This design comes from an exercise in tuning for small area, a short achievable clock period and few clock cycles on the open sky130 flow, not from production work.
The RTL was checked by simulation tests, not by an equivalence proof against the original design.

===== flow/design.v =====
module BalotelliMulDiv (
  input Clk,
  input Rst,
  input InValid,
  input [3:0] InOp,
  input [63:0] InA,
  input [63:0] InB,
  output InReady,
  output OutValid,
  output [63:0] OutResult
);
  reg SMul;          
  reg SShift;        
  reg SStep1;        
  reg SStep4;        
  reg Rdy;           
  reg First;         
  reg QPrev;         
  reg OpW, OpRem;
  reg NegA, NegB, Dz;
  reg [5:0] Cnt;     
  reg [6:0] LzA, LzB;  
  reg TV;            
  reg TW;
  reg OV;
  reg AInv, AZero, BInv, BSelC, BSelD, ACin;
  reg A3SelAlt;
  reg [63:0] X1, S, C, Out;
  reg [64:0] X2, X3;
  assign InReady = Rdy;
  assign OutValid = OV;
  assign OutResult = Out;
  function [6:0] clz64(input [63:0] v);
    reg [1:0] c1 [0:31];
    reg z1 [0:31];
    reg [2:0] c2 [0:15];
    reg z2 [0:15];
    reg [3:0] c3 [0:7];
    reg z3 [0:7];
    reg [4:0] c4 [0:3];
    reg z4 [0:3];
    reg [5:0] c5 [0:1];
    reg z5 [0:1];
    integer i;
    begin
      for (i = 0; i < 32; i = i + 1) begin
        z1[i] = ~(v[2*i+1] | v[2*i]);
        c1[i] = {1'b0, ~v[2*i+1]};
      end
      for (i = 0; i < 16; i = i + 1) begin
        z2[i] = z1[2*i+1] & z1[2*i];
        c2[i] = z1[2*i+1] ? {1'b1, c1[2*i][0]} : {1'b0, c1[2*i+1][0]};
      end
      for (i = 0; i < 8; i = i + 1) begin
        z3[i] = z2[2*i+1] & z2[2*i];
        c3[i] = z2[2*i+1] ? {1'b1, c2[2*i][1:0]} : {1'b0, c2[2*i+1][1:0]};
      end
      for (i = 0; i < 4; i = i + 1) begin
        z4[i] = z3[2*i+1] & z3[2*i];
        c4[i] = z3[2*i+1] ? {1'b1, c3[2*i][2:0]} : {1'b0, c3[2*i+1][2:0]};
      end
      for (i = 0; i < 2; i = i + 1) begin
        z5[i] = z4[2*i+1] & z4[2*i];
        c5[i] = z4[2*i+1] ? {1'b1, c4[2*i][3:0]} : {1'b0, c4[2*i+1][3:0]};
      end
      if (z5[1] & z5[0]) clz64 = 7'd64;
      else clz64 = z5[1] ? {2'b01, c5[0][4:0]} : {2'b00, c5[1][4:0]};
    end
  endfunction
  wire [63:0] AddA = (S ^ {64{AInv}}) & {64{~AZero}};
  wire [63:0] AddB = ((C ^ {64{BInv}}) & {64{BSelC}}) | (~X2[63:0] & {64{BSelD}});
  wire [65:0] AddWide = {1'b0, AddA, ACin} + {1'b0, AddB, ACin};
  wire [64:0] AddSum = AddWide[65:1];
  wire [66:0] Sub2Wide = {2'b00, S, ~NegB} + {1'b0, ~{X2[63:0], NegB}, ~NegB};
  wire [65:0] Sub2 = Sub2Wide[66:1];
  wire [64:0] A3 = A3SelAlt ? (SStep1 ? {2'b00, X2[64:2]} : {1'b0, X1}) : {1'b0, S};
  wire [64:0] B3 = SStep1 ? {1'b0, X2[64:2], NegB} : (~X3 & {65{~SShift}});
  wire C3In = SStep1 ? NegB : (SShift ? NegA : ~NegB);
  wire [66:0] Add3Wide = {1'b0, A3, C3In} + {1'b0, B3, C3In};
  wire [65:0] Add3 = Add3Wide[66:1];
  wire Ge1 = AddSum[64] & ~X2[64];
  wire Ge2 = Sub2[65];
  wire Ge3 = Add3[65];
  wire Q1 = SStep4 & (Ge3 | Ge2);
  wire Q0 = SStep4 ? (Ge3 | (Ge1 & ~Ge2)) : Ge1;
  wire [63:0] Qm = X2[63:0];
  function [63:0] booth_pp(input [2:0] b, input [63:0] m);
    reg neg, one, two;
    begin
      neg = b[2] & ~(b[1] & b[0]);
      one = b[1] ^ b[0];
      two = (b[2] & ~b[1] & ~b[0]) | (~b[2] & b[1] & b[0]);
      booth_pp = (({64{one}} & m) | ({64{two}} & {m[62:0], 1'b0})) ^ {64{neg}};
    end
  endfunction
  wire [12:0] Qx = {Qm[11:0], QPrev};
  wire [5:0] Ng;
  wire [63:0] PP [0:5];
  genvar k;
  generate
    for (k = 0; k < 6; k = k + 1) begin : g_pp
      wire [2:0] bd = Qx[2*k+2:2*k];
      assign Ng[k] = bd[2] & ~(bd[1] & bd[0]);
      assign PP[k] = booth_pp(bd, X1 << (2*k));
    end
  endgenerate
  wire [63:0] S0 = First ? 64'h0 : S;
  wire [63:0] C0 = First ? 64'h0 : C;
  function [127:0] csa(input [63:0] x, input [63:0] y, input [63:0] z, input n);
    reg [63:0] m;
    begin
      m = (x & y) | (x & z) | (y & z);
      csa = {x ^ y ^ z, m[62:0], n};
    end
  endfunction
  wire [127:0] Ra = csa(PP[0], PP[1], PP[2], Ng[0]);
  wire [127:0] Rb = csa(PP[3], PP[4], PP[5], Ng[1]);
  wire [127:0] Rd = csa(Ra[127:64], Ra[63:0], Rb[127:64], Ng[2]);
  wire [127:0] Re = csa(Rb[63:0], S0, C0, Ng[3]);
  wire [127:0] Rf = csa(Rd[127:64], Rd[63:0], Re[127:64], Ng[4]);
  wire [127:0] Rh = csa(Rf[127:64], Rf[63:0], Re[63:0], Ng[5]);
  wire [63:0] S2 = Rh[127:64];
  wire [63:0] C2 = Rh[63:0];
  wire MulLastNext = (&Qm[63:23]) | ~(|Qm[63:23]);
  wire [63:0] QmNext = {{12{Qm[63]}}, Qm[63:12]};
  wire MulLastIn = (&InB[63:11]) | ~(|InB[63:11]) |
                   (InOp[3] & ((&InB[31:11]) | ~(|InB[31:11])));
  wire InSg = ~InOp[0] | ~InOp[2];
  wire [63:0] InAExt = InOp[3] ? {{32{InSg & InA[31]}}, InA[31:0]} : InA;
  wire [63:0] InBExt = InOp[3] ? {{32{InSg & InB[31]}}, InB[31:0]} : InB;
  wire InNegA = InOp[2] & ~InOp[0] & (InOp[3] ? InA[31] : InA[63]);
  wire InNegB = InOp[2] & ~InOp[0] & (InOp[3] ? InB[31] : InB[63]);
  wire [63:0] InV = InAExt ^ {64{InNegA}};
  wire [63:0] InY = InBExt ^ {64{InNegB}};
  wire [63:0] PVLen = InNegA ? {InV[62:0], 1'b1} : InV;
  wire [63:0] PY = InY;
  wire PDz = ~(|InY) & ~InNegB;
  wire [7:0] PJ = {1'b0, LzB} - {1'b0, LzA};
  wire PSkip = PJ[7] | Dz;
  wire [5:0] Half = PJ[6:1] + {5'b0, PJ[0]};
  reg [64:0] Sh;
  always @(*) begin
    Sh = X2;
    if (PJ[0]) Sh = {Sh[62:0], {2{NegB}}};
    if (PJ[1]) Sh = {Sh[62:0], {2{NegB}}};
    if (PJ[2]) Sh = {Sh[60:0], {4{NegB}}};
    if (PJ[3]) Sh = {Sh[56:0], {8{NegB}}};
    if (PJ[4]) Sh = {Sh[48:0], {16{NegB}}};
    if (PJ[5]) Sh = {Sh[32:0], {32{NegB}}};
    if (PJ[6]) Sh = {Sh[0], {64{NegB}}};
    if (PSkip) Sh = {65{1'b1}};
  end
  wire [63:0] Res = TW ? {{32{AddSum[31]}}, AddSum[31:0]} : AddSum[63:0];
  wire Busy = SMul | SShift | SStep1 | SStep4;
  wire TVNext = Rst & Rdy & Busy;
  wire ShNext = Rdy & InValid & InOp[2];
  wire TNegNext = OpRem ? NegA : (NegA ^ NegB);
  always @(posedge Clk) begin
    if (Rdy) begin
      X1 <= InV;
      X2 <= {1'b0, InY};
      NegA <= InNegA;
      NegB <= InNegB;
      Dz <= PDz;
      OpW <= InOp[3];
      OpRem <= InOp[1];
    end else if (SMul) begin
      X1 <= {X1[51:0], 12'h0};
      X2 <= {1'b0, QmNext};
    end else if (SShift) begin
      X2 <= Sh;
    end else begin
      X2 <= {2'b00, X2[64:2]};
    end
    X3 <= SStep1 ? Add3[64:0] : {2'b00, X3[64:2]};
    if (SMul) begin
      S <= S2;
      C <= C2;
    end else begin
      if (SShift | (Q1 & Q0)) S <= Add3[63:0];
      else if (Q1) S <= Sub2[63:0];
      else if (Q0) S <= AddSum[63:0];
      if (SShift) C <= 64'h0;
      else if (SStep4) C <= {C[61:0], Q1, Q0};
      else C <= {C[62:0], Q0};
    end
    Out <= Res;
    QPrev <= Rdy ? 1'b0 : Qm[11];
    First <= Rdy;
    if (Rdy) begin
      LzA <= clz64(PVLen);
      LzB <= clz64(PY);
    end
    if (SShift) begin
      Cnt <= Half;
    end else if (SStep4) begin
      Cnt <= Cnt - 6'd1;
    end
    TW <= OpW;
    AInv <= TVNext & ~SMul & OpRem & TNegNext;
    AZero <= TVNext & ~SMul & ~OpRem;
    BInv <= TVNext & ~SMul & (TNegNext | Dz);
    BSelC <= TVNext & (SMul | ~OpRem);
    BSelD <= ~TVNext;
    ACin <= TVNext ? (~SMul & TNegNext & ~(~OpRem & Dz)) : ~NegB;
    A3SelAlt <= ShNext | (~Rdy & SShift);
    if (!Rst) begin
      SMul <= 1'b0;
      SShift <= 1'b0;
      SStep1 <= 1'b0;
      SStep4 <= 1'b0;
      Rdy <= 1'b1;
      TV <= 1'b0;
      OV <= 1'b0;
    end else begin
      TV <= TVNext;
      OV <= TV;
      if (Rdy) begin
        SMul <= InValid & ~InOp[2];
        SShift <= InValid & InOp[2];
        SStep1 <= 1'b0;
        SStep4 <= 1'b0;
        Rdy <= ~InValid | (~InOp[2] & MulLastIn);
      end else begin
        SShift <= 1'b0;
        SStep1 <= SShift;
        SStep4 <= SStep1 | SStep4;
        if (SMul) Rdy <= MulLastNext;
        else if (SShift) Rdy <= PSkip | (Half == 6'd0);
        else if (SStep1) Rdy <= Cnt == 6'd1;
        else Rdy <= Cnt == 6'd2;
      end
    end
  end
endmodule

===== flow/run.sh =====
#!/bin/bash
# synth_recipe.tcl (not shown) runs the flow's synth.tcl, then flattens the netlist and writes it again
# the make line also repeats each setting of config.mk as NAME=value (left out here)
make -C /OpenROAD-flow-scripts/flow DESIGN_CONFIG=/design/flow/config.mk WORK_HOME=/design/flow/orfs CLKGATE_MAP_FILE= SYNTH_SCRIPT=/design/flow/synth_recipe.tcl finish

===== flow/config.mk =====
export PLATFORM = sky130hd
export DESIGN_NAME = BalotelliMulDiv
export DESIGN_NICKNAME = BalotelliMulDiv
export VERILOG_FILES = /design/flow/design.v
export SDC_FILE = /design/flow/constraint.sdc
export NUM_CORES = 4
export LEC_CHECK = 0
export CAP_MARGIN = 20
export CORE_MARGIN = 2
export CORE_UTILIZATION = 40
export SETUP_SLACK_MARGIN = 3.5
export SLEW_MARGIN = 20

===== flow/constraint.sdc =====
create_clock -name core_clock -period 8.0 [get_ports {Clk}]
set_input_delay 1.6000 -clock core_clock [delete_from_list [all_inputs] [get_ports {Clk}]]
set_output_delay 1.6000 -clock core_clock [all_outputs]
set_load 0.01 [all_outputs]

==> results of run 1 <==
metal layers:
layer	vias to the layer above	GRT usage
met5	-	0
met4	22	0.1795
met3	806	0.1361
met2	4469	0.4990
met1	29140	0.5114
li1	25850	-
sequential cells by signal, indices dropped and copies added, names as in the netlist, 6 cells and up:
signal	cells
X3	65
X2	65
LzA	7
C	64
X1	64
Cnt	6
S	64
LzB	7
Out	64
final timing paths:
check,from,to,cells after the start,slack (ps)
hold reg to reg,TV,OV,1,440
setup / recovery,X2[1],S[61],17,3050
setup reg to reg,X2[1],S[61],17,3050
hold / removal,TV,OV,1,440
layout make-up:
cell class / instances / area, sq um / share of cell area
diodes: 9 / 22.52 / 0.0003328
clock inverters: 35 / 414.1 / 0.006120
multi-input cells: 5825 / 44800 / 0.6620
clock buffers: 71 / 1556 / 0.02300
repair buffers: 583 / 6365 / 0.09405
flip-flops and latches: 428 / 10200 / 0.1507
repair inverters: 1 / 8.758 / 0.0001294
inverters: 491 / 1947 / 0.02877
well taps: 1890 / 2365 / 0.03494
cells in the mapped netlist, drive strengths merged (89+ instances only):
library cell | count | area share
nor3 | 93 | 0.0081
clkbuf | 536 | 0.035
nor2 | 585 | 0.038
o21ai | 590 | 0.052
a31oi | 136 | 0.015
mux2 | 89 | 0.017
edfxtp | 154 | 0.081
fa | 376 | 0.13
a211oi | 119 | 0.016
a21oi | 520 | 0.045
a21o | 119 | 0.016
nand2b | 243 | 0.027
mux2i | 120 | 0.021
dfxtp | 274 | 0.096
a22oi | 359 | 0.047
xor2 | 145 | 0.022
nand2 | 603 | 0.039
ha | 213 | 0.046
inv | 488 | 0.032
nand3 | 89 | 0.0078
buf | 115 | 0.0089
xnor2 | 668 | 0.10
cells by family (layout without fill, tap and decap cells):
kind of cell	Yosys count	in the layout
AND/OR/NAND/NOR	1900	1911
multiplexers	210	210
flip-flops	428	428
AO/OA/AOI/OAI	2300	2301
other	0	9
adder cells (fa/ha/maj)	589	589
buffers and inverters	1142	1181
XOR/XNOR	813	814
timing repair:
item,CTS,global route
buffers inserted,143,50
endpoints found under the setup margin,351,222
gates cloned,28,15
pin swaps,70,74
resized for setup,406,216
hold buffers,0,0
stage by stage:
step           cell area (sq um)  cells
6_report                   67670   9333
5_1_grt                    67650   9324
4_1_cts                    66140   9259
3_5_place_dp               60750   8982
3_3_place_gp               60740   8982
2_1_floorplan              57440   7382
worst max-delay path, delay by kind of cell (launching register included):
| family | cells | cell delay, ps |
|---|---|---|
| adders and majority gates | 4 | 2120 |
| xor gates and xnor gates | 1 | 90 |
| and+or+nand+nor | 3 | 280 |
| buffers and inverters | 5 | 750 |
| AOI/OAI and AO/OA | 4 | 860 |
| DFF | 1 | 420 |
==> flow_metrics.py, run 1 <==
metrics = {
    "logic_synthesis": {
        "synthFlopType": "dfxtp_1",
        "synth_area_per_cell_sq_um": 7.766,
        "ys_seq_elements": 428,
        "synthCells": 7382,
        "synth-xor-area-share": 0.1242,
        "async_reset_ff_frac": 0,
        "synth_nets": 8106,
        "synthAdderAreaFrac": 0.1778,
        "ys_seq_area_frac": 0.1763,
        "yosysWarnings": 21,
        "synth_compound_area_frac": 0.2535,
        "synth_top_family_by_area": "compound AO/OA/AOI/OAI gates",
        "synth_edf_count": 154,
        "netlist_area_sq_um": 57330,
        "yosys.area_share.simple": 0.1531,
        "synth_cell_types": 89,
        "synth.mux.area_fraction": 0.03883,
    },
    "route": {
        "wl_per_cell_um": 30.61,
        "dr_wl_met3_mm": 42.38,
        "dr.pass1.iters": 7,
        "vias": 60290,
        "vias_per_cell": 6.460,
        "wl_mm": 285.6,
        "ant_nets": 0,
        "top_layer_used": "met5",
        "first_iter_violations": 9106,
        "drt_drc_violations_left": 0,
        "met1_length_mm": 114.7,
        "dr_wl_met2_mm": 110.8,
    },
    "timing": {
        "fin_hold_ws_ps": 440.7,
        "worstMarginPinSlew_ps": 1113,
        "fin_skew_ps": 39.12,
        "period_share": 0.6188,
        "period_needed_ps": 4951,
        "setup_viol": 0,
        "timing.setup.tns_ps": 0,
        "layout_setup_ws_ps": 3049,
        "finalHoldViolCount": 0,
        "final-max-slew-violation-count": 0,
        "rsz0062_at_grt": "yes",
        "slew_headroom": 0.2581,
        "max_freq_mhz": 202.0,
    },
    "final_layout": {
        "mostFrequentLayoutCells": "xnor2_1, nand2_1, nor2_1",
        "drive_gt1_frac": 0.1281,
        "final_util": 0.4768,
        "fillers": 13890,
        "final_common_cell": "xnor2_1",
        "nets": 8110,
        "area_delta_synth_final_pct": 18.05,
    },
    "floorplan": {
        "design.core.area_sq_um": 141900,
        "pin_count": 201,
        "design.die.area_sq_um": 146400,
        "start_util": 0.4039,
        "die_x_um": 382.6,
        "die_y_um": 382.6,
        "row_count": 138,
    },
    "setup_path": {
        "cp.arrival_ps": 5400,
        "start_kind": "register",
        "crit_path_top_delay_cell": "fa_2",
        "path_class": "reg -> reg",
        "cp.required_ps": 8450,
        "end_kind": "register",
        "path_cells": "clkinvlp_4, buf_6, nand3_2, o21ai_4, clkbuf_16, a22oi_2, xnor2_2, fa_1, inv_1, fa_2, fa_1, inv_2, fa_2, o21ai_4, nor2_1, a222oi_1, nand2_1",
        "slowest_delay_ps": 610,
        "cp_max_fo": 61,
    },
    "grt": {
        "grt_overflow": 0,
        "grt_max_degree": 172,
        "grt_pass1_vias": 55970,
        "grt_first_pass_wirelength_mm": 400.5,
        "antenna_found_initial": 15,
        "grt_use_total": 0.3693,
    },
    "cts": {
        "clk_path_buf_depth": 3,
        "path_clk_slew_ps": 70,
        "clock_sinks": 428,
        "cts_buffers": 56,
        "htreeDepth": 2,
        "cts-root-buf": "clkbuf_16",
        "cts_tree": "done",
        "clk_latency_ps": 710,
    },
    "flow_run": {
        "drv_cap": 0,
    },
    "outcome": {
        "outcome": "complete, no violations",
    },
    "placement": {
        "io_buffers": 200,
        "globalplace.congestion": 1.060,
        "dp_slack_ps": 1450,
        "dp_hpwl_mm": 205.7,
    },
    "worst_hold_path": {
        "holdCritPathClass": "reg -> reg",
    },
}
Testbench counts, summed over its fixed seeds: cycles 14,539.
==> run 2: changes to the inputs <==
--- a/flow/design.v
+++ b/flow/design.v
@@ -95,8 +95,8 @@
   endfunction
-  wire [12:0] Qx = {Qm[11:0], QPrev};
-  wire [5:0] Ng;
-  wire [63:0] PP [0:5];
+  wire [8:0] Qx = {Qm[7:0], QPrev};
+  wire [3:0] Ng;
+  wire [63:0] PP [0:3];
   genvar k;
   generate
-    for (k = 0; k < 6; k = k + 1) begin : g_pp
+    for (k = 0; k < 4; k = k + 1) begin : g_pp
       wire [2:0] bd = Qx[2*k+2:2*k];
@@ -116,13 +116,11 @@
   wire [127:0] Ra = csa(PP[0], PP[1], PP[2], Ng[0]);
-  wire [127:0] Rb = csa(PP[3], PP[4], PP[5], Ng[1]);
+  wire [127:0] Rb = csa(PP[3], S0, C0, Ng[1]);
   wire [127:0] Rd = csa(Ra[127:64], Ra[63:0], Rb[127:64], Ng[2]);
-  wire [127:0] Re = csa(Rb[63:0], S0, C0, Ng[3]);
-  wire [127:0] Rf = csa(Rd[127:64], Rd[63:0], Re[127:64], Ng[4]);
-  wire [127:0] Rh = csa(Rf[127:64], Rf[63:0], Re[63:0], Ng[5]);
+  wire [127:0] Rh = csa(Rd[127:64], Rd[63:0], Rb[63:0], Ng[3]);
   wire [63:0] S2 = Rh[127:64];
   wire [63:0] C2 = Rh[63:0];
-  wire MulLastNext = (&Qm[63:23]) | ~(|Qm[63:23]);
-  wire [63:0] QmNext = {{12{Qm[63]}}, Qm[63:12]};
-  wire MulLastIn = (&InB[63:11]) | ~(|InB[63:11]) |
-                   (InOp[3] & ((&InB[31:11]) | ~(|InB[31:11])));
+  wire MulLastNext = (&Qm[63:15]) | ~(|Qm[63:15]);
+  wire [63:0] QmNext = {{8{Qm[63]}}, Qm[63:8]};
+  wire MulLastIn = (&InB[63:7]) | ~(|InB[63:7]) |
+                   (InOp[3] & ((&InB[31:7]) | ~(|InB[31:7])));
   wire InSg = ~InOp[0] | ~InOp[2];
@@ -167,3 +165,3 @@
     end else if (SMul) begin
-      X1 <= {X1[51:0], 12'h0};
+      X1 <= {X1[55:0], 8'h0};
       X2 <= {1'b0, QmNext};
@@ -187,3 +185,3 @@
     Out <= Res;
-    QPrev <= Rdy ? 1'b0 : Qm[11];
+    QPrev <= Rdy ? 1'b0 : Qm[7];
     First <= Rdy;
==> flow_metrics.py, run 2 <==
metrics = {
    "outcome": {
        "outcome": "complete, no violations",
    },
    "timing": {
        "slew_headroom": 0.1572,
        "final-max-slew-violation-count": 0,
        "rsz0062_at_grt": "yes",
        "fin_skew_ps": 45.79,
        "worstMarginPinSlew_ps": 1251,
        "max_freq_mhz": 222.0,
        "layout_setup_ws_ps": 3497,
        "finalHoldViolCount": 0,
        "setup_viol": 0,
        "period_share": 0.5629,
        "timing.setup.tns_ps": 0,
        "period_needed_ps": 4504,
    },
    "logic_synthesis": {
        "synthTopCellsByCount": "nor2_1, nand2_1, o21ai_0, a21oi_1, xnor2_1",
        "ys_seq_area_frac": 0.1895,
        "yosysMostFrequentCell": "nor2_1",
        "synth_edf_count": 154,
        "synth_area_per_cell_sq_um": 7.633,
        "netlist_top_cells_area": "dfxtp_1, fa_1, edfxtp_1",
        "synthFlopType": "dfxtp_1",
        "synth_nets": 7590,
        "yosysWarnings": 21,
        "netlist_area_sq_um": 53340,
        "ys_seq_elements": 428,
        "synth_cell_types": 92,
        "synth_top_area_frac": 0.1028,
        "synth_area_leader_cell": "dfxtp_1",
        "synthCells": 6989,
        "async_reset_ff_frac": 0,
    },
    "floorplan": {
        "design.die.area_sq_um": 136300,
        "die_x_um": 369.2,
        "design.core.area_sq_um": 132000,
        "pin_count": 201,
        "start_util": 0.4042,
        "row_count": 133,
        "die_y_um": 369.2,
    },
    "cts": {
        "clock_sinks": 428,
        "postCtsHoldBufs": 0,
        "cts-root-buf": "clkbuf_16",
        "clk_path_buf_depth": 3,
        "path_clk_slew_ps": 70,
        "cts_tree": "done",
        "clk_latency_ps": 710,
        "cts_buffers": 57,
        "htreeDepth": 2,
    },
    "setup_path": {
        "cp_top_family": "compound AO/OA/AOI/OAI gates",
        "start_kind": "register",
        "crit_path_top_delay_cell": "dfxtp_1",
        "path_cells": "buf_4, inv_1, ha_1, a21boi_1, nor2_1, a21boi_0, nor2_1, o21ai_0, a21oi_4, nor2_4, buf_12, buf_4, mux2_2, a21oi_1, o21ai_0",
        "cp_max_fo": 8,
        "cp.arrival_ps": 4930,
        "path_class": "reg -> reg",
        "cp.required_ps": 8430,
        "critPathBufInv": 4,
        "slowest_delay_ps": 690,
        "end_kind": "register",
    },
    "placement": {
        "dp_hpwl_mm": 192.3,
        "post-place-cells": 8508,
        "dp_slack_ps": 1688,
        "io_buffers": 200,
        "globalplace.congestion": 1.033,
    },
    "final_layout": {
        "drive_gt1_frac": 0.1146,
        "mostFrequentLayoutCells": "nor2_1, nand2_1, a21oi_1",
        "layout.cells.non_filler": 8773,
        "reg_top3": "X2 x65, X3 x65",
        "final_common_cell": "nor2_1",
        "area_delta_synth_final_pct": 15.88,
        "nets": 7560,
    },
    "route": {
        "vias_per_cell": 6.349,
        "drt_drc_violations_left": 0,
        "first_iter_violations": 7508,
        "ant_nets": 0,
        "wl_mm": 257.2,
        "dr.pass1.iters": 8,
        "vias": 55700,
        "wl_per_cell_um": 29.32,
    },
    "grt": {
        "grt_max_degree": 118,
        "grt_overflow": 0,
        "grt_pass1_vias": 52700,
        "grt_first_pass_wirelength_mm": 368.1,
        "antenna_found_initial": 9,
        "grt_use_total": 0.3615,
    },
    "flow_run": {
        "drv_cap": 0,
    },
    "worst_hold_path": {
        "holdCritPathClass": "reg -> reg",
    },
}
run 2: area by class of cell:
class / instances / area [sq um]
fillers: 13210 / 70150
multi-input cells: 5504 / 40750
flip-flops and latches: 428 / 10180
repair buffers: 491 / 4916
well taps: 1755 / 2196
inverters: 477 / 1821
clock buffers: 73 / 1580
clock inverters: 34 / 342.8
diodes: 11 / 27.53
run 2: per-layer routing:
metal / vias up / track usage / wire length (um)
met4: 10 / 0.1582 / 13270
met2: 3514 / 0.4987 / 102500
li1: 24530 / - / -
met5: - / 0.0007123 / 68
met1: 27040 / 0.5057 / 107400
met3: 604 / 0.1214 / 33930
run 2: final timing paths:
kind,startpoint,endpoint,slack [ps],depth (start not counted)
worst max-delay path,X2[43],S[4],3500,15
worst min-delay path,TV,OV,430,1
worst max register to register,X2[43],S[4],3500,15
worst min register to register,TV,OV,430,1
run 2: timing repair:
item | 4_1_cts | 5_1_grt
setup buffers | 55 | 71
setup endpoints to repair | 273 | 202
gates cloned | 10 | 11
pin swaps | 24 | 55
gates resized for setup | 209 | 207
run 2: kinds of logic (layout without fill, tap and decap cells):
family,count (synthesis),after routing,share of synthesized area
adder cells (fa/ha/maj),466,466,0.1452
multiplexers,272,272,0.05383
buffers and inverters,1067,1075,0.07686
AO/OA/AOI/OAI,2138,2139,0.2536
XOR/XNOR,683,684,0.1121
AND/OR/NAND/NOR,1935,1943,0.1689
flip-flops,428,428,0.1895
other,0,11,0
run 2: stage by stage:
| step | hold WS, ps | utilization | area (sq um) |
|---|---|---|---|
| 6_report | 430.5 | 0.4684 | 61810 |
| 5_1_grt | 461.9 | 0.4682 | 61790 |
| 4_1_cts | 433.0 | 0.4561 | 60190 |
| 3_5_place_dp | 419.2 | 0.4299 | 56730 |
| 3_3_place_gp | 415.7 | 0.4299 | 56730 |
| 2_1_floorplan | 323.3 | - | 53370 |
Testbench counts of run 2, summed over its fixed seeds: cycles 16,307.
==> run 3: changes to the inputs <==
--- a/flow/design.v
+++ b/flow/design.v
@@ -83,4 +83,7 @@
   wire Ge3 = Add3[65];
-  wire Q1 = SStep4 & (Ge3 | Ge2);
+  wire Q1 = SStep4 & Ge2;
   wire Q0 = SStep4 ? (Ge3 | (Ge1 & ~Ge2)) : Ge1;
+  wire T3 = SShift | (SStep4 & Ge3);
+  wire T2 = SStep4 & Ge2;
+  wire [63:0] DivS = T3 ? Add3[63:0] : T2 ? Sub2[63:0] : Ge1 ? AddSum[63:0] : S;
   wire [63:0] Qm = X2[63:0];
@@ -173,9 +176,6 @@
     X3 <= SStep1 ? Add3[64:0] : {2'b00, X3[64:2]};
+    S <= SMul ? S2 : DivS;
     if (SMul) begin
-      S <= S2;
       C <= C2;
     end else begin
-      if (SShift | (Q1 & Q0)) S <= Add3[63:0];
-      else if (Q1) S <= Sub2[63:0];
-      else if (Q0) S <= AddSum[63:0];
       if (SShift) C <= 64'h0;
==> flow_metrics.py, run 3 <==
metrics = {
    "logic_synthesis": {
        "ys_seq_area_frac": 0.1846,
        "async_reset_ff_frac": 0,
        "synth_area_leader_cell": "dfxtp_1",
        "synthTopCellsByCount": "nand2_1, a21oi_1, nor2_1, inv_1, o21ai_0",
        "synthFlopType": "dfxtp_1",
        "synth_cell_types": 103,
        "yosysWarnings": 21,
        "synth_area_per_cell_sq_um": 7.734,
        "synth_nets": 7683,
        "ys_seq_elements": 428,
        "synthCells": 7082,
        "synth_top_area_frac": 0.1001,
        "netlist_top_cells_area": "dfxtp_1, fa_1, edfxtp_1",
        "synth_edf_count": 154,
        "yosysMostFrequentCell": "nand2_1",
        "netlist_area_sq_um": 54770,
    },
    "cts": {
        "clock_sinks": 428,
        "htreeDepth": 2,
        "clk_latency_ps": 730,
        "clk_path_buf_depth": 3,
        "cts_buffers": 58,
        "postCtsHoldBufs": 0,
        "cts-root-buf": "clkbuf_16",
        "path_clk_slew_ps": 70,
        "cts_tree": "done",
    },
    "worst_hold_path": {
        "holdPathEnd": "OV",
        "holdCritPathClass": "reg -> reg",
        "min_from": "TV",
        "hold_path_depth": 1,
    },
    "setup_path": {
        "path_cells": "buf_4, inv_1, ha_1, nand2_1, nor4_4, o2111ai_2, o2111ai_1, o21ai_1, o211ai_1, nand2_1, or2_2, a41oi_1, o211ai_1",
        "path_class": "reg -> reg",
        "timing.rr.end": "S[60]",
        "reg2reg_from": "X2[20]",
        "end_kind": "register",
        "r2r_slack_ps": 3350,
        "cp.required_ps": 8400,
        "cp_max_fo": 8,
        "slowest_delay_ps": 550,
        "cp.arrival_ps": 5060,
        "crit_path_top_delay_cell": "ha_1",
        "rr_worst_depth": 13,
        "start_kind": "register",
    },
    "final_layout": {
        "fillers": 13490,
        "ff_latch_area_sq_um": 10200,
        "multi_input_area_sq_um": 41580,
        "drive_gt1_frac": 0.1125,
        "final_common_cell": "nand2_1",
        "mostFrequentLayoutCells": "nand2_1, a21oi_1, nor2_1",
        "final_util": 0.4617,
        "area_delta_synth_final_pct": 14.32,
        "reg_top3": "X2 x65, X3 x65",
        "nets": 7608,
    },
    "timing": {
        "slew_headroom": 0.1383,
        "setup_viol": 0,
        "max_freq_mhz": 214.8,
        "timing.setup.tns_ps": 0,
        "fin_hold_ws_ps": 421.4,
        "fin_skew_ps": 56.68,
        "period_needed_ps": 4655,
        "period_share": 0.5818,
        "rsz0062_at_grt": "yes",
        "worstMarginPinSlew_ps": 1290,
        "finalHoldViolCount": 0,
        "final-max-slew-violation-count": 0,
    },
    "floorplan": {
        "die_x_um": 374.0,
        "pin_count": 201,
        "start_util": 0.4038,
        "design.die.area_sq_um": 139900,
        "design.core.area_sq_um": 135600,
        "die_y_um": 374.0,
        "row_count": 135,
    },
    "flow_run": {
        "drv_cap": 0,
    },
    "route": {
        "vias": 57440,
        "wl_mm": 262.4,
        "first_iter_violations": 7910,
        "vias_per_cell": 6.490,
        "wl_per_cell_um": 29.64,
        "dr.pass1.iters": 8,
        "drt_drc_violations_left": 0,
        "ant_nets": 0,
    },
    "grt": {
        "grt_overflow": 0,
        "grt_pass1_vias": 53340,
        "antenna_found_initial": 16,
        "grt_use_total": 0.3528,
        "grt_first_pass_wirelength_mm": 370.5,
        "grt_max_degree": 93,
    },
    "outcome": {
        "outcome": "complete, no violations",
    },
    "placement": {
        "io_buffers": 200,
        "globalplace.congestion": 1.035,
        "dp_hpwl_mm": 194.4,
    },
}
-- run 3: cell types whose count changed after synthesis, sizes merged, moves of 28 or more --
cell | previous run | this run
a22oi | 263 | 291
mux2 | 99 | 141
a211oi | 100 | 71
mux2i | 171 | 245
nor2 | 592 | 551
buf | 123 | 161
nand2b | 223 | 161
a31oi | 120 | 81
o21ai | 531 | 467
a21oi | 510 | 590
-- run 3: final cells by class --
cell class,count,area share
Clock inverter,34,0.005395
Timing Repair Buffer,471,0.07615
Inverter,482,0.02979
Antenna cell,13,0.0005195
Multi-Input combinational cell,5564,0.6640
Timing Repair inverter,2,0.0002198
Sequential cell,428,0.1629
Tap cell,1781,0.03559
Clock buffer,76,0.02542
-- run 3: metrics by stage --
| stage | cell area, sq um | worst slack, ps | instances |
|---|---|---|---|
| 2_1_floorplan | 54890 | 3505 | 7082 |
| 3_3_place_gp | 58060 | 1646 | 8609 |
| 3_5_place_dp | 58070 | 1681 | 8609 |
| 4_1_cts | 61180 | 3410 | 8767 |
| 5_1_grt | 62590 | 3362 | 8838 |
| 6_report | 62620 | 3345 | 8851 |
-- run 3: worst max path at each step --
stage,from,slack (ps),to,depth (start not counted)
after global routing,BInv,3360,S[63],19
after CTS,InOp[2],3410,LzA[2],12
final,X2[20],3350,S[60],13
after detailed placement,SStep1,1680,S[61],14
after global placement,SStep1,1650,S[61],14
after floorplan,SStep1,3510,S[0],16
-- run 3: what timing repair did --
item / CTS / global route
resized for setup: 167 / 179
gates cloned: 4 / 11
setup endpoints to repair: 262 / 200
pin swaps: 18 / 27
setup buffers: 44 / 60
-- run 3: logic make-up (layout without fill, tap and decap cells) --
kind of cell	Yosys count	after routing	share of synthesized area
AOI/OAI and AO/OA	2193	2194	0.2561
muxes	399	399	0.07917
DFF	428	428	0.1846
and+or+nand+nor	1850	1852	0.1571
buffers and inverters	1093	1065	0.07730
adders and majority gates	466	466	0.1414
xor gates and xnor gates	653	653	0.1044
other	0	13	0
-- run 3: routing by layer --
layer	share of wire	vias up	global-route usage
met2	0.41	3883	0.5017
met4	0.059	20	0.1739
met3	0.13	695	0.1136
met5	0.00055	-	0
li1	-	25000	-
met1	0.40	27840	0.4769
-- run 3: critical path, delay by kind of cell (launching register included) --
| kind | cells | cell delay, ps |
|---|---|---|
| buffers and inverters | 2 | 530 |
| AO/OA/AOI/OAI | 6 | 1600 |
| adder cells (fa/ha/maj) | 1 | 550 |
| flip-flops | 1 | 480 |
| AND/OR/NAND/NOR | 4 | 1170 |
Testbench counts of run 3, summed over its fixed seeds: cycles 16,307.
==> run 4: changes to the inputs <==
--- a/flow/design.v
+++ b/flow/design.v
@@ -17,3 +17,3 @@
   reg First;         
-  reg QPrev;         
+  reg [5:0] BNeg, BOne, BTwo;  
   reg OpW, OpRem;
@@ -89,20 +89,16 @@
   wire [63:0] Qm = X2[63:0];
-  function [63:0] booth_pp(input [2:0] b, input [63:0] m);
-    reg neg, one, two;
-    begin
-      neg = b[2] & ~(b[1] & b[0]);
-      one = b[1] ^ b[0];
-      two = (b[2] & ~b[1] & ~b[0]) | (~b[2] & b[1] & b[0]);
-      booth_pp = (({64{one}} & m) | ({64{two}} & {m[62:0], 1'b0})) ^ {64{neg}};
-    end
-  endfunction
-  wire [8:0] Qx = {Qm[7:0], QPrev};
-  wire [3:0] Ng;
-  wire [63:0] PP [0:3];
+  wire [12:0] BNextBits = Rdy ? {InBExt[11:0], 1'b0} : {Qm[23:11]};
+  wire [5:0] Ng = BNeg;
+  wire [63:0] PP [0:5];
   genvar k;
   generate
-    for (k = 0; k < 4; k = k + 1) begin : g_pp
-      wire [2:0] bd = Qx[2*k+2:2*k];
-      assign Ng[k] = bd[2] & ~(bd[1] & bd[0]);
-      assign PP[k] = booth_pp(bd, X1 << (2*k));
+    for (k = 0; k < 6; k = k + 1) begin : g_pp
+      wire [2:0] bd = BNextBits[2*k+2:2*k];
+      wire [63:0] m = X1 << (2*k);
+      always @(posedge Clk) begin
+        BNeg[k] <= bd[2] & ~(bd[1] & bd[0]);
+        BOne[k] <= bd[1] ^ bd[0];
+        BTwo[k] <= (bd[2] & ~bd[1] & ~bd[0]) | (~bd[2] & bd[1] & bd[0]);
+      end
+      assign PP[k] = (({64{BOne[k]}} & m) | ({64{BTwo[k]}} & {m[62:0], 1'b0})) ^ {64{BNeg[k]}};
     end
@@ -119,11 +115,13 @@
   wire [127:0] Ra = csa(PP[0], PP[1], PP[2], Ng[0]);
-  wire [127:0] Rb = csa(PP[3], S0, C0, Ng[1]);
+  wire [127:0] Rb = csa(PP[3], PP[4], PP[5], Ng[1]);
   wire [127:0] Rd = csa(Ra[127:64], Ra[63:0], Rb[127:64], Ng[2]);
-  wire [127:0] Rh = csa(Rd[127:64], Rd[63:0], Rb[63:0], Ng[3]);
+  wire [127:0] Re = csa(Rb[63:0], S0, C0, Ng[3]);
+  wire [127:0] Rf = csa(Rd[127:64], Rd[63:0], Re[127:64], Ng[4]);
+  wire [127:0] Rh = csa(Rf[127:64], Rf[63:0], Re[63:0], Ng[5]);
   wire [63:0] S2 = Rh[127:64];
   wire [63:0] C2 = Rh[63:0];
-  wire MulLastNext = (&Qm[63:15]) | ~(|Qm[63:15]);
-  wire [63:0] QmNext = {{8{Qm[63]}}, Qm[63:8]};
-  wire MulLastIn = (&InB[63:7]) | ~(|InB[63:7]) |
-                   (InOp[3] & ((&InB[31:7]) | ~(|InB[31:7])));
+  wire MulLastNext = (&Qm[63:23]) | ~(|Qm[63:23]);
+  wire [63:0] QmNext = {{12{Qm[63]}}, Qm[63:12]};
+  wire MulLastIn = (&InB[63:11]) | ~(|InB[63:11]) |
+                   (InOp[3] & ((&InB[31:11]) | ~(|InB[31:11])));
   wire InSg = ~InOp[0] | ~InOp[2];
@@ -168,3 +166,3 @@
     end else if (SMul) begin
-      X1 <= {X1[55:0], 8'h0};
+      X1 <= {X1[51:0], 12'h0};
       X2 <= {1'b0, QmNext};
@@ -185,3 +183,2 @@
     Out <= Res;
-    QPrev <= Rdy ? 1'b0 : Qm[7];
     First <= Rdy;
==> flow_metrics.py, run 4 <==
metrics = {
    "grt": {
        "grt_max_degree": 88,
        "antenna_found_initial": 21,
        "grt_use_total": 0.3753,
        "grt_overflow": 0,
        "grt_first_pass_wirelength_mm": 412.4,
        "grt_pass1_vias": 55210,
    },
    "logic_synthesis": {
        "async_reset_ff_frac": 0,
        "synthCells": 7442,
        "synth_edf_count": 154,
        "yosysMostFrequentCell": "xnor2_1",
        "netlist_area_sq_um": 58530,
        "synth_nets": 8166,
        "synthFlopType": "dfxtp_1",
        "synth_top_area_frac": 0.1286,
        "netlist_top_cells_area": "fa_1, xnor2_1, dfxtp_1",
        "synth_cell_types": 103,
        "yosysWarnings": 21,
        "synth_area_per_cell_sq_um": 7.865,
        "ys_seq_area_frac": 0.1785,
        "ys_seq_elements": 445,
        "synth_area_leader_cell": "fa_1",
        "synthTopCellsByCount": "xnor2_1, nand2_1, nor2_1, inv_1",
    },
    "placement": {
        "globalplace.congestion": 1.055,
        "placed_area_sq_um": 61950,
        "post-place-cells": 9088,
        "io_buffers": 200,
        "dp_slack_ps": 1880,
        "dp_hpwl_mm": 221.6,
    },
    "timing": {
        "slew_headroom": 0.1855,
        "layout_setup_ws_ps": 3397,
        "finalHoldViolCount": 0,
        "fin_hold_ws_ps": 355.6,
        "setup_viol": 0,
        "timing.setup.tns_ps": 0,
        "max_freq_mhz": 217.2,
        "period_needed_ps": 4603,
        "worstMarginPinSlew_ps": 1191,
        "fin_skew_ps": 54.66,
        "final-max-slew-violation-count": 0,
        "rsz0062_at_grt": "yes",
        "period_share": 0.5754,
    },
    "floorplan": {
        "start_util": 0.4026,
        "die_x_um": 386.5,
        "design.die.area_sq_um": 149400,
        "pin_count": 201,
        "row_count": 140,
        "die_y_um": 386.5,
        "design.core.area_sq_um": 145400,
    },
    "route": {
        "drt_drc_violations_left": 0,
        "ant_nets": 0,
        "wl_mm": 295.0,
        "met1_length_mm": 126.1,
        "dr_wl_met3_mm": 44.30,
        "dr_wl_met2_mm": 111.0,
        "vias": 60370,
        "vias_per_cell": 6.469,
        "top_layer_used": "met5",
        "dr.pass1.iters": 8,
        "first_iter_violations": 9154,
        "wl_per_cell_um": 31.60,
    },
    "cts": {
        "cts-root-buf": "clkbuf_16",
        "clk_path_buf_depth": 3,
        "clock_sinks": 445,
        "cts_buffers": 59,
        "clk_latency_ps": 740,
        "htreeDepth": 2,
        "path_clk_slew_ps": 60,
        "cts_tree": "done",
    },
    "final_layout": {
        "fillers": 14700,
        "mostFrequentLayoutCells": "xnor2_1, nand2_1, nor2_1",
        "nets": 8083,
        "drive_gt1_frac": 0.1067,
        "area_delta_synth_final_pct": 13.85,
        "stdcell_area_sq_um": 66630,
        "reg_top3": "X2 x65, X3 x65",
        "layout.cells.non_filler": 9333,
        "final_common_cell": "xnor2_1",
    },
    "setup_path": {
        "cp_max_fo": 43,
        "path_class": "reg -> reg",
        "start_kind": "register",
        "cp_top_family": "compound AO/OA/AOI/OAI gates",
        "cp.arrival_ps": 5050,
        "slowest_delay_ps": 570,
        "crit_path_top_delay_cell": "o21ai_1",
        "path_cells": "clkinv_1, buf_12, o21ai_1, ha_1, a21oi_1, o21ai_0, nor2_1, nand3_1, o21ai_4, o21ai_2, a41oi_1, o21bai_1, a21oi_4, o21ai_4, buf_12, buf_16",
        "cp.required_ps": 8450,
        "end_kind": "register",
        "critPathBufInv": 4,
    },
    "flow_run": {
        "drv_cap": 0,
    },
    "outcome": {
        "outcome": "complete, no violations",
    },
    "worst_hold_path": {
        "holdCritPathClass": "reg -> reg",
    },
}
-- run 4: kinds of logic (layout without fill, tap and decap cells) --
family          count (synthesis)  in the layout  share of synthesized area
fa+ha+maj                     589            589                     0.1741
mux                           274            274                    0.04994
buf+inv                      1158           1122                    0.07606
flops                         445            445                     0.1785
xor+xnor                      811            811                     0.1214
other cells                     0              6                          0
simple gates                 1908           1912                     0.1508
compound gates               2257           2257                     0.2492
-- run 4: path summary, 6_finish.rpt --
check | start | endpoint | cells past startpoint | slack (ps)
worst max-delay path | BSelD | S[43] | 16 | 3400
worst min-delay path | OpW | TW | 0 | 360
worst max register to register | BSelD | S[43] | 16 | 3400
worst min register to register | OpW | TW | 0 | 360
-- run 4: cell type report --
type                            instances  area (sq um)  area share
Inverter                              521          1988     0.02984
Timing Repair inverter                  1         8.758   0.0001314
Clock buffer                           77          1709     0.02565
Clock inverter                         35         340.3    0.005107
Antenna cell                            6         15.01   0.0002253
Sequential cell                       445         10560      0.1585
Multi-Input combinational cell       5843         44810      0.6725
Tap cell                             1917          2399     0.03600
Timing Repair Buffer                  488          4801     0.07205
-- run 4: layer usage --
layer | vias to the layer above | track usage
met1 | 29450 | 0.5472
met2 | 4431 | 0.4967
met5 | - | 0
li1 | 25920 | -
met4 | 12 | 0.1243
met3 | 560 | 0.1427
-- run 4: through the flow --
step                      utilization
after floorplan                     -
after global placement         0.4260
after CTS                      0.4482
after global routing           0.4582
after detailed placement       0.4261
final                          0.4583
-- run 4: repair_timing --
| action | in CTS | in global routing |
|---|---|---|
| hold buffers | 0 | 0 |
| resized for setup | 161 | 195 |
| pin swaps | 23 | 20 |
| setup endpoints to repair | 226 | 211 |
| setup buffers | 48 | 66 |
| gates cloned | 7 | 6 |
Testbench counts of run 4, summed over its fixed seeds: cycles 14,539.
==> run 5: changes to the inputs <==
--- a/flow/design.v
+++ b/flow/design.v
@@ -83,7 +83,4 @@
   wire Ge3 = Add3[65];
-  wire Q1 = SStep4 & Ge2;
+  wire Q1 = SStep4 & (Ge3 | Ge2);
   wire Q0 = SStep4 ? (Ge3 | (Ge1 & ~Ge2)) : Ge1;
-  wire T3 = SShift | (SStep4 & Ge3);
-  wire T2 = SStep4 & Ge2;
-  wire [63:0] DivS = T3 ? Add3[63:0] : T2 ? Sub2[63:0] : Ge1 ? AddSum[63:0] : S;
   wire [63:0] Qm = X2[63:0];
@@ -174,6 +171,9 @@
     X3 <= SStep1 ? Add3[64:0] : {2'b00, X3[64:2]};
-    S <= SMul ? S2 : DivS;
     if (SMul) begin
+      S <= S2;
       C <= C2;
     end else begin
+      if (SShift | (Q1 & Q0)) S <= Add3[63:0];
+      else if (Q1) S <= Sub2[63:0];
+      else if (Q0) S <= AddSum[63:0];
       if (SShift) C <= 64'h0;
==> flow_metrics.py, run 5 <==
metrics = {
    "outcome": {
        "outcome": "complete, no violations",
    },
    "floorplan": {
        "pin_count": 201,
        "die_x_um": 385.7,
        "design.core.area_sq_um": 145200,
        "start_util": 0.4013,
        "row_count": 140,
        "die_y_um": 385.7,
        "design.die.area_sq_um": 148700,
    },
    "grt": {
        "grt_overflow": 0,
        "grt_use_total": 0.3739,
        "grt_first_pass_wirelength_mm": 406.0,
        "grt_pass1_vias": 55530,
        "grt_max_degree": 117,
        "antenna_found_initial": 11,
    },
    "setup_path": {
        "path_cells": "buf_4, clkinvlp_4, ha_2, nand4_1, nor2_1, a32o_1, a211o_1, nor4_4, nor2_1, a31oi_4, buf_12, and2_4, nor2_1, a211oi_1, o21ai_0",
        "cp.required_ps": 8440,
        "slowest_delay_ps": 480,
        "path_class": "reg -> reg",
        "end_kind": "register",
        "worst_path_most_repeated_cell": "nor2_1",
        "crit_path_top_delay_cell": "nor4_4",
        "cp.arrival_ps": 5000,
        "cp_max_fo": 11,
        "start_kind": "register",
    },
    "logic_synthesis": {
        "synthTopCellsByCount": "xnor2_1, nand2_1, a21oi_1, o21ai_0, inv_1",
        "synth_area_per_cell_sq_um": 7.891,
        "synthFlopType": "dfxtp_1",
        "ys_seq_elements": 445,
        "yosysMostFrequentCell": "xnor2_1",
        "synth_cell_types": 96,
        "synth_nets": 8108,
        "netlist_area_sq_um": 58270,
        "ys_seq_area_frac": 0.1793,
        "synth_edf_count": 154,
        "synth_area_leader_cell": "fa_1",
        "synthCells": 7384,
        "netlist_top_cells_area": "fa_1, dfxtp_1, xnor2_1",
        "synth_top_area_frac": 0.1292,
        "async_reset_ff_frac": 0,
        "yosysWarnings": 21,
    },
    "cts": {
        "cts-root-buf": "clkbuf_16",
        "clock_sinks": 445,
        "clk_latency_ps": 730,
        "cts_buffers": 59,
        "htreeDepth": 2,
        "postCtsHoldBufs": 0,
        "path_clk_slew_ps": 70,
        "cts_tree": "done",
        "clk_path_buf_depth": 3,
    },
    "final_layout": {
        "mostFrequentLayoutCells": "xnor2_1, nand2_1, a21oi_1",
        "reg_top3": "X2 x65, X3 x65",
        "fillers": 14280,
        "nets": 8067,
        "area_delta_synth_final_pct": 15.87,
        "final_common_cell": "xnor2_1",
        "final_util": 0.4649,
        "stdcell_area_sq_um": 67510,
        "drive_gt1_frac": 0.1177,
    },
    "timing": {
        "fin_hold_ws_ps": 363.9,
        "worstMarginPinSlew_ps": 1282,
        "max_freq_mhz": 219.3,
        "rsz0062_at_grt": "yes",
        "slew_headroom": 0.1400,
        "period_share": 0.5700,
        "finalHoldViolCount": 0,
        "timing.setup.tns_ps": 0,
        "fin_skew_ps": 37.49,
        "final-max-slew-violation-count": 0,
        "period_needed_ps": 4560,
        "setup_viol": 0,
    },
    "placement": {
        "globalplace.congestion": 1.084,
        "io_buffers": 200,
        "placed_area_sq_um": 61550,
        "dp_hpwl_mm": 217.5,
    },
    "route": {
        "vias_per_cell": 6.519,
        "wl_per_cell_um": 31.56,
        "drt_drc_violations_left": 0,
        "dr.pass1.iters": 10,
        "vias": 60750,
        "ant_nets": 0,
        "first_iter_violations": 9462,
        "wl_mm": 294.1,
    },
    "flow_run": {
        "drv_cap": 0,
    },
    "worst_hold_path": {
        "holdCritPathClass": "reg -> reg",
    },
}
[run 5: layout make-up]
class	instances	area (sq um)	area share
repair inverters	1	8.758	0.0001297
flip-flops and latches	445	10570	0.1566
diodes	9	22.52	0.0003336
inverters	509	2006	0.02971
multi-input cells	5805	44970	0.6661
clock buffers	79	1702	0.02520
repair buffers	522	5495	0.08139
clock inverters	31	340.3	0.005041
well taps	1917	2399	0.03553
[run 5: final timing paths]
check / startpoint / end / slack, ps / cells past startpoint
hold reg to reg: OpW / TW / 360 / 0
setup / recovery: X2[44] / S[26] / 3440 / 15
setup reg to reg: X2[44] / S[26] / 3440 / 15
hold / removal: OpW / TW / 360 / 0
[run 5: routing by layer]
metal | vias up | wire length (um) | track usage
met1 | 29620 | 121500 | 0.5345
met2 | 4489 | 111800 | 0.4938
met5 | - | 274 | 0
met4 | 12 | 15590 | 0.1458
met3 | 704 | 44830 | 0.1484
li1 | 25920 | - | -
[run 5: through the flow]
stage,instances,setup WS (ps)
after CTS,9203,3465
final,9318,3440
after global routing,9309,3394
after detailed placement,9020,1721
after floorplan,7384,3503
after global placement,9020,1750
[run 5: kinds of logic after synthesis]
family,synth area share
buffers and inverters,0.07638
and+or+nand+nor,0.1449
xor gates and xnor gates,0.1211
AOI/OAI and AO/OA,0.2544
DFF,0.1793
adders and majority gates,0.1749
muxes,0.04898
[run 5: worst max-delay path: cells and delay by family, from the launching register on]
kind                     cells  cell delay, ps
buffers and inverters        3             810
AND/OR/NAND/NOR              6            1370
flip-flops                   1             320
adder cells (fa/ha/maj)      1             460
AO/OA/AOI/OAI                5            1290
[run 5: what timing repair did]
| action | CTS | global route |
|---|---|---|
| setup endpoints to repair | 273 | 208 |
| setup buffers | 57 | 91 |
| gates cloned | 16 | 15 |
| resized for setup | 209 | 279 |
| pin swaps | 22 | 78 |
Testbench counts of run 5, summed over its fixed seeds: cycles 14,539.
==> run 6: changes to the inputs <==
--- a/flow/config.mk
+++ b/flow/config.mk
@@ -9,3 +9,4 @@
 export CORE_MARGIN = 2
-export CORE_UTILIZATION = 40
+export CORE_UTILIZATION = 55
+export PLACE_DENSITY = 0.72
 export SETUP_SLACK_MARGIN = 3.5
==> flow_metrics.py, run 6 <==
metrics = {
    "final_layout": {
        "stdcell_area_sq_um": 66620,
        "mostFrequentLayoutCells": "xnor2_1, nand2_1, a21oi_1",
        "drive_gt1_frac": 0.1133,
        "layout.cells.non_filler": 8824,
        "final_common_cell": "xnor2_1",
        "nets": 8062,
        "final_util": 0.6338,
        "reg_top3": "X2 x65, X3 x65",
        "fillers": 9245,
        "area_delta_synth_final_pct": 14.33,
    },
    "setup_path": {
        "critPathBufInv": 1,
        "cp_top_family": "compound AO/OA/AOI/OAI gates",
        "r2r_slack_ps": 3320,
        "cp-endpoint": "S[41]",
        "end_kind": "register",
        "reg2reg_from": "BInv",
        "rr_worst_depth": 16,
        "path_class": "reg -> reg",
        "start_kind": "register",
        "slowest_delay_ps": 430,
        "timing.rr.end": "S[41]",
        "worst_path_most_repeated_cell": "o21ai_0",
        "path_cells": "buf_8, xor2_1, nand2_1, o21ai_0, ha_1, a211o_1, a21oi_1, o21ai_0, a21oi_1, a21boi_2, nor2_1, o21ai_0, xnor2_2, nor2_1, a211oi_1, o31ai_1",
        "cp-startpoint": "BInv",
        "crit_path_top_delay_cell": "xnor2_2",
        "cp.required_ps": 8440,
        "worst-path-stages": 16,
        "cp.arrival_ps": 5120,
        "cp_max_fo": 13,
    },
    "grt": {
        "grt_overflow": 0,
        "grt_pass1_vias": 58820,
        "grt_use_total": 0.5372,
        "grt_max_degree": 128,
        "antenna_found_initial": 42,
        "grt_first_pass_wirelength_mm": 421.6,
    },
    "cts": {
        "clk_path_buf_depth": 3,
        "clock_sinks": 445,
        "htreeDepth": 2,
        "cts_tree": "done",
        "clk_latency_ps": 730,
        "cts-root-buf": "clkbuf_16",
        "cts_buffers": 56,
        "path_clk_slew_ps": 60,
    },
    "timing": {
        "slew_headroom": 0.1908,
        "worstMarginPinSlew_ps": 1205,
        "finalHoldViolCount": 0,
        "max_freq_mhz": 213.6,
        "period_needed_ps": 4681,
        "period_share": 0.5852,
        "fin_skew_ps": 33.93,
        "fin_hold_ws_ps": 454.3,
        "final-max-slew-violation-count": 0,
        "timing.setup.tns_ps": 0,
        "setup_viol": 0,
        "rsz0062_at_grt": "yes",
        "layout_setup_ws_ps": 3319,
    },
    "outcome": {
        "outcome": "complete, no violations",
    },
    "logic_synthesis": {
        "synth_edf_count": 154,
        "yosysMostFrequentCell": "xnor2_1",
        "synthAdderAreaFrac": 0.1749,
        "synth_nets": 8108,
        "synth_cell_types": 96,
        "yosysWarnings": 21,
        "netlist_area_sq_um": 58270,
        "synth_area_per_cell_sq_um": 7.891,
        "synthCells": 7384,
        "ys_seq_area_frac": 0.1793,
        "synthTopCellsByCount": "xnor2_1, nand2_1, a21oi_1, o21ai_0, inv_1",
        "synth-xor-area-share": 0.1211,
        "synthFlopType": "dfxtp_1",
        "synth_area_leader_cell": "fa_1",
        "synth_top_family_by_area": "compound AO/OA/AOI/OAI gates",
        "synth.mux.area_fraction": 0.04898,
        "ys_seq_elements": 445,
        "synth_compound_area_frac": 0.2544,
        "yosys.area_share.simple": 0.1449,
        "netlist_top_cells_area": "fa_1, dfxtp_1, xnor2_1",
        "async_reset_ff_frac": 0,
        "synth_top_area_frac": 0.1292,
    },
    "flow_run": {
        "drv_cap": 0,
    },
    "floorplan": {
        "design.die.area_sq_um": 108600,
        "start_util": 0.5543,
        "row_count": 119,
        "die_x_um": 329.5,
        "design.core.area_sq_um": 105100,
        "die_y_um": 329.5,
        "pin_count": 201,
    },
    "route": {
        "first_iter_violations": 11240,
        "dr.pass1.iters": 10,
        "vias_per_cell": 7.321,
        "wl_per_cell_um": 35.09,
        "vias": 64600,
        "ant_nets": 0,
        "drt_drc_violations_left": 0,
        "wl_mm": 309.6,
    },
    "placement": {
        "placed_area_sq_um": 60890,
        "dp_hpwl_mm": 219.5,
        "io_buffers": 200,
        "globalplace.congestion": 1.166,
        "post-place-cells": 8500,
        "dp_slack_ps": 1888,
    },
    "worst_hold_path": {
        "hold_path_depth": 1,
        "min_from": "TV",
        "holdCritPathClass": "reg -> reg",
    },
}
-- run 6: cell counts after synthesis --
Identical to the previous run, type by type.
-- run 6: per-layer routing --
layer  share of wire  track usage  vias up
met5         0.00057            0        -
met4            0.12       0.4869       24
met3            0.15       0.2207     1896
met2            0.40       0.7636     6235
met1            0.32       0.6151    30510
li1                -            -    25940
-- run 6: cell type report --
cell class | count | area (sq um) | share of cell area
Timing Repair inverter | 1 | 8.758 | 0.0001315
Sequential cell | 445 | 10580 | 0.1588
Inverter | 509 | 1938 | 0.02909
Timing Repair Buffer | 522 | 5559 | 0.08345
Clock buffer | 74 | 1510 | 0.02267
Antenna cell | 48 | 120.1 | 0.001803
Multi-Input combinational cell | 5803 | 44810 | 0.6726
Clock inverter | 31 | 359.1 | 0.005390
Tap cell | 1391 | 1740 | 0.02613
-- run 6: how the worst min path moves through the flow --
stage                     endpoint  slack, ps
after floorplan                 TW        320
after global placement          OV        430
after detailed placement    X3[34]        440
after CTS                       OV        450
after global routing            OV        470
final                           OV        450
-- run 6: cell families (layout without fill, tap and decap cells) --
group	after synthesis	count (layout)
AOI/OAI and AO/OA	2321	2323
other	0	48
buffers and inverters	1149	1137
DFF	445	445
and+or+nand+nor	1805	1816
muxes	270	270
adders and majority gates	589	589
xor gates and xnor gates	805	805
-- run 6: timing repair --
item / 4_1_cts / 5_1_grt
hold endpoints to repair: 0 / 0
setup buffers: 48 / 84
pin swaps: 23 / 33
hold buffers: 0 / 0
gates cloned: 18 / 20
setup endpoints to repair: 226 / 211
gates resized for setup: 204 / 251

[what the ideal ports hide]
Ports are ideal in the flow. The routed layouts listed here were re-timed in OpenROAD. Step 1 sets driving cells, clkbuf_16 on the clock port and buf_2 on the other inputs (assumed; they add their load-dependent delay and slew). Step 2, shift: input delay + t, output delay - t, t = (earliest + latest rising clock arrival at the registers) / 2. This alone moves slack from input paths to output paths. a / b / c = ideal ports / drivers / drivers and shift; a / b = the first two.
run	shift t [ns]	setup WS [ns]	worst slew at a driven data input, ns
run 1	0.783	3.049 / 3.049 / 2.893	0.08
run 2	0.777	3.496 / 3.496 / 2.854	0.05
run 3	0.777	3.345 / 3.345 / 2.822	0.09
run 4	0.794	3.397 / 3.397 / 2.902	0.09
run 5	0.790	3.440 / 3.440 / 2.892	0.05
run 6	0.794	3.319 / 3.319 / 2.878	0.06
After both steps every run listed still meets setup and hold. The setup slack of run 2, which loses most, moves by 0.000 ns with the drivers and by -0.642 ns with both steps.
